Context: an optimization exercise on an open-source flow, tuned for small area, a short achievable clock period and few clock cycles per item. The choices shown serve that exercise and are no tape-out recipe. Only simulation tests tie the RTL to the original design; equivalence was not proved. Power is estimated from default activity; no workload was simulated.

== JK ==
## BSW
module BSW (
    clk, rst, start,
    i_Q, i_R,
    o_Q_al,
    o_R_al,
    detail_info,
    done
);
Size in the first run: roughly 9600 cells after synthesis, about 2300 flip-flops, about 0.083 mm^2 of cells after synthesis.
Settings: LEC_CHECK=0, ABC_AREA=1, CAP_MARGIN=20, CORE_MARGIN=2, CORE_UTILIZATION=40, CTS_CLUSTER_DIAMETER=80, CTS_CLUSTER_SIZE=25, PLACE_DENSITY=0.88, SETUP_SLACK_MARGIN=5, SLEW_MARGIN=20; clock period 24.0 ns.
standard.sh (not shown) runs the stock make flow with config.mk's settings and CLKGATE_MAP_FILE= SYNTH_SCRIPT=/design/flow/synth_recipe.tcl, a recipe that flattens the netlist after the stock synthesis.
==> flow/flow/run.sh <==
#!/bin/bash
# Standard layout, with the port buffers made of buf_4 cells instead of the
# cell buffer_ports picks by default. Make's full output goes to flow.log;
# each tool's own logs stay under orfs/logs.
set -euo pipefail
export BUFFER_PORTS_ARGS="-buffer_cell sky130_fd_sc_hd__buf_4"
bash standard.sh > flow.log 2>&1
Testbench counts of JK, summed over its fixed seeds: cycles 44,498, items 320.
Here is what was changed in the inputs of MS compared with JK.
- ABC_AREA no longer set, was 1
- SETUP_SLACK_MARGIN no longer set, was 5
- ABC_CLOCK_PERIOD_IN_PS now 3500, previously not set
==> flow/flow/run.sh <==
#!/bin/bash
# Standard layout, with the port buffers made of buf_4 cells instead of the
# cell buffer_ports picks by default, and timing repair aiming at 18.2 ns of
# setup slack (the clock period stays the design's). Make's full output goes
# to flow.log; each tool's own logs stay under orfs/logs.
set -euo pipefail
export BUFFER_PORTS_ARGS="-buffer_cell sky130_fd_sc_hd__buf_4"
export SETUP_SLACK_MARGIN=18.2
bash standard.sh > flow.log 2>&1
Findings:
Core utilization: MS higher than JK. Against JK, MS reports a power dissipated by switching net loads that is lower. Xor and xnor area share after synthesis ended up 1.2 points higher on MS than on JK. Looking at placed cell area, MS sits 0.0018 mm^2 lower than JK does. Where final critical-path required period is concerned, JK is better than MS. Via count (MS vs. JK) decreases by more than 10%. Against JK as the reference, MS delivers a higher global-route usage. Worst setup slack delta for MS relative to JK: 0.011 ns lower. Going from JK to MS, clock skew grows by 0.024 ns.
Edits applied to the flow inputs when going from MS to AL:
- ABC_CLOCK_PERIOD_IN_PS: 3500 -> unset
- ABC_AREA: unset -> 1
- PLACE_DENSITY: 0.88 -> 0.75
==> run notes <==
Number of nets in the layout, AL and MS: smaller value in MS
Sequential share of layout area: AL higher than MS
Compared with MS, AL shows a lower critical path's largest stage delay.
Input-level comparison between TR and AL:
- changing CTS_CLUSTER_DIAMETER from 80 to 60
- changing PLACE_DENSITY from 0.75 to 0.8
- changing CTS_CLUSTER_SIZE from 25 to 28
--- outcome ---
- TR against AL: detailed route wirelength on metal2 has decreased, synthesized net count has remained practically unchanged, routed wirelength normalized by instance count has decreased, number of tapcells has remained practically unchanged.
- When TR is set beside AL, its power after layout turns out to be about 1% larger.
- Fmax | TR vs AL | TR faster
- Delta(part of the total power dissipated in the clock network, TR - AL) > 0
Setup changes, TR to PW
- CTS_CLUSTER_DIAMETER changed from 60 to 80
- PLACE_DENSITY changed from 0.8 to 0.88
- CTS_CLUSTER_SIZE changed from 28 to 25
- ABC_AREA removed (was 1)
- ABC_CLOCK_PERIOD_IN_PS newly set to 5000
## What came out
Compared to TR, PW leaves less free space in the core.
Share of synthesized registers carrying an async set or reset: TR vs PW — no meaningful difference
In the tables for TR and PW, routed length per instance reads lower with TR.
Going from TR to PW, the global-route usage was found to have gone up by 1.3 points.
In PW, the number of clock buffers inserted by TritonCTS came out 11 below the value in TR.
TR → PW: final instance area fell 0.35%; number of vias per cell rose 0.68; part of the power in the clock network went down.
Compared with TR, PW supports a lower clock frequency.
met2 wirelength from detailed routing in PW is 5200 um higher than in TR
Wire length (higher): PW

---

## job 101
Starting RTL as in the previous note.
Settings: LEC_CHECK=0, ABC_AREA=1, CAP_MARGIN=10, CORE_MARGIN=2, CORE_UTILIZATION=40, CTS_CLUSTER_DIAMETER=80, CTS_CLUSTER_SIZE=25, SLEW_MARGIN=10; clock period 24.0 ns.
==> flow/flow/run.sh <==
#!/bin/bash
# Standard layout, with the port buffers made of buf_4 cells instead of the
# cell buffer_ports picks by default, and timing repair aiming at 18.2 ns of
# setup slack (the clock period stays the design's). Make's full output goes
# to flow.log; each tool's own logs stay under orfs/logs.
set -euo pipefail
export BUFFER_PORTS_ARGS="-buffer_cell sky130_fd_sc_hd__buf_4"
export SETUP_SLACK_MARGIN=18.2
bash standard.sh > flow.log 2>&1
Job 101 went all the way through the flow, and no timing, DRC or antenna check failed.
Testbench counts of job 101, summed over its fixed seeds: cycles 44,498, items 320.
The inputs of job 102 differ from those of job 101 as listed below.
diff --git a/flow/config.mk b/flow/config.mk
--- a/flow/config.mk
+++ b/flow/config.mk
@@ -9 +9 @@
-export CAP_MARGIN = 10
+export CAP_MARGIN = 20
@@ -14 +14,2 @@
-export SLEW_MARGIN = 10
+export PLACE_DENSITY = 0.93
+export SLEW_MARGIN = 20
==> comparison <==
- Job 102 ended with every stage complete and zero timing, DRC or antenna violations.
- Job 101 -> job 102: routed metal-1 wire length decreased by more than 10%
- [compare] base=job 101 new=job 102: total met2 wirelength after detailed routing fell by 14%, sequential standard cell area stayed essentially flat, switching fraction of total power fell by 0.57 points.
- Against job 101, job 102 comes in 2.9% lower on switching power.
- Job 101 and job 102 ended up with roughly the same placement-stage cell area.
- Headroom to the max-slew limit came out lower on job 102 than on job 101.
- Job 102: clock power about 2% below job 101
- Job 101 and job 102 ended up with roughly the same share of cell area taken by multi-input logic gates.
Changes in job 103 relative to job 102:
diff --git a/flow/config.mk b/flow/config.mk
--- a/flow/config.mk
+++ b/flow/config.mk
@@ -13,2 +13,2 @@
-export CTS_CLUSTER_SIZE = 25
-export PLACE_DENSITY = 0.93
+export CTS_CLUSTER_SIZE = 22
+export PLACE_DENSITY = 0.88
==> comparison <==
- Sort job 103 and job 102 by count of buffers not belonging to the clock network in the layout desc -> top: job 103
- Looking at job 103 and job 102, the finished layout cell area is a wash.
- Job 103 gives less final setup slack of the worst path than job 102 did.
- In the reports for job 103 and job 102, the larger power density over cell area belongs to job 102.
- Relative to job 102, global-route usage over all layers decreased by 0.46 points in job 103.
- Job 103 vs job 102 — weighted congestion reported at the end of routability-driven placement climbed slightly
- Against job 102, job 103 comes in 23 uV higher on maximum vdd drop.
- Diff job 102 -> job 103: sequential share of layout area held steady; maximum achievable frequency roughly the same; first-pass GRT wire length saw a decrease; share of total power in combinational logic dropped 0.3 points.
diff inputs: job 103 => job 104
diff --git a/flow/config.mk b/flow/config.mk
--- a/flow/config.mk
+++ b/flow/config.mk
@@ -11,0 +12 @@
+export CTS_BUF_LIST = sky130_fd_sc_hd__clkbuf_8 sky130_fd_sc_hd__clkbuf_16
@@ -13 +14 @@
-export CTS_CLUSTER_SIZE = 22
+export CTS_CLUSTER_SIZE = 25
Findings:
- The run showing the smaller final worst slack is job 103.
- Delta (job 104 minus job 103): global router's overall resource usage barely changed; clock-buffer cell count dropped 23; fmax climbed 0.60%.
- Placer congestion estimate came out exactly the same in job 103 and job 104.
- Where sum of internal, switching and leakage power is concerned, job 103 is outperformed by job 104.
- In the metrics for job 103 and job 104, the one carrying the lower clock distribution area overhead in the final layout is job 104.
--- input diff job 104..job 105 ---
diff --git a/flow/config.mk b/flow/config.mk
--- a/flow/config.mk
+++ b/flow/config.mk
@@ -12 +11,0 @@
-export CTS_BUF_LIST = sky130_fd_sc_hd__clkbuf_8 sky130_fd_sc_hd__clkbuf_16
@@ -15 +13,0 @@
-export PLACE_DENSITY = 0.88
==> comparison <==
- Job 105: PASS, flow complete, no timing, DRC or antenna violations
- On worst clock skew, job 104 loses to job 105.
- Diff job 104 -> job 105: met2 track demand over resource in global routing went up by 6.7 points; hold slack went up by 8.6 ps.
- Compared with job 104, job 105 shows a lower sequential share of layout area.
- Measured against job 104, the non-clock buffer count of job 105 comes out at 1.09 times the reference value.
- Job 105 — total wirelength of the detailed-routed design 35 mm higher, job 104 as reference
- Summary of job 105 over job 104: minimum setup slack after placement went down; utilization went up.

## afterwards: timing with drivers on the ports
How much do the figures lean on ideal ports? The routed layouts below were timed once more, with nothing changed but the port constraints.
Step 1 (the two cells are an assumption about what drives the block):
set clk [get_ports {clk}]
set_driving_cell -lib_cell sky130_fd_sc_hd__clkbuf_16 $clk
set_driving_cell -lib_cell sky130_fd_sc_hd__buf_2 [delete_from_list [all_inputs] $clk]
Step 2 also shifts input and output timing later by t, the mid clock arrival at the registers, as if the neighbouring blocks saw the same clock.
a / b / c = ideal ports / drivers / drivers and shift; a / b = the first two.
run | t (ns) | setup WS [ns] | worst data-port slew with drivers (ns)
JK | 0.891 | 17.876 / 17.806 / 17.876 | 0.04
MS | 0.865 | 17.864 / 17.783 / 18.197 | 0.08
AL | 0.899 | 17.882 / 17.783 / 18.385 | 0.03
TR | 0.888 | 17.901 / 17.815 / 18.332 | 0.03
PW | 0.865 | 17.864 / 17.783 / 18.197 | 0.08
job 101 | 0.897 | 17.818 / 17.730 / 18.424 | 0.06
job 102 | 0.921 | 17.874 / 17.788 / 18.355 | 0.05
job 103 | 0.872 | 17.869 / 17.786 / 18.370 | 0.04
job 104 | 0.893 | 17.906 / 17.810 / 18.379 | 0.04
job 105 | 0.912 | 17.797 / 17.708 / 18.375 | 0.06
After both steps setup and hold are still met in every run listed.
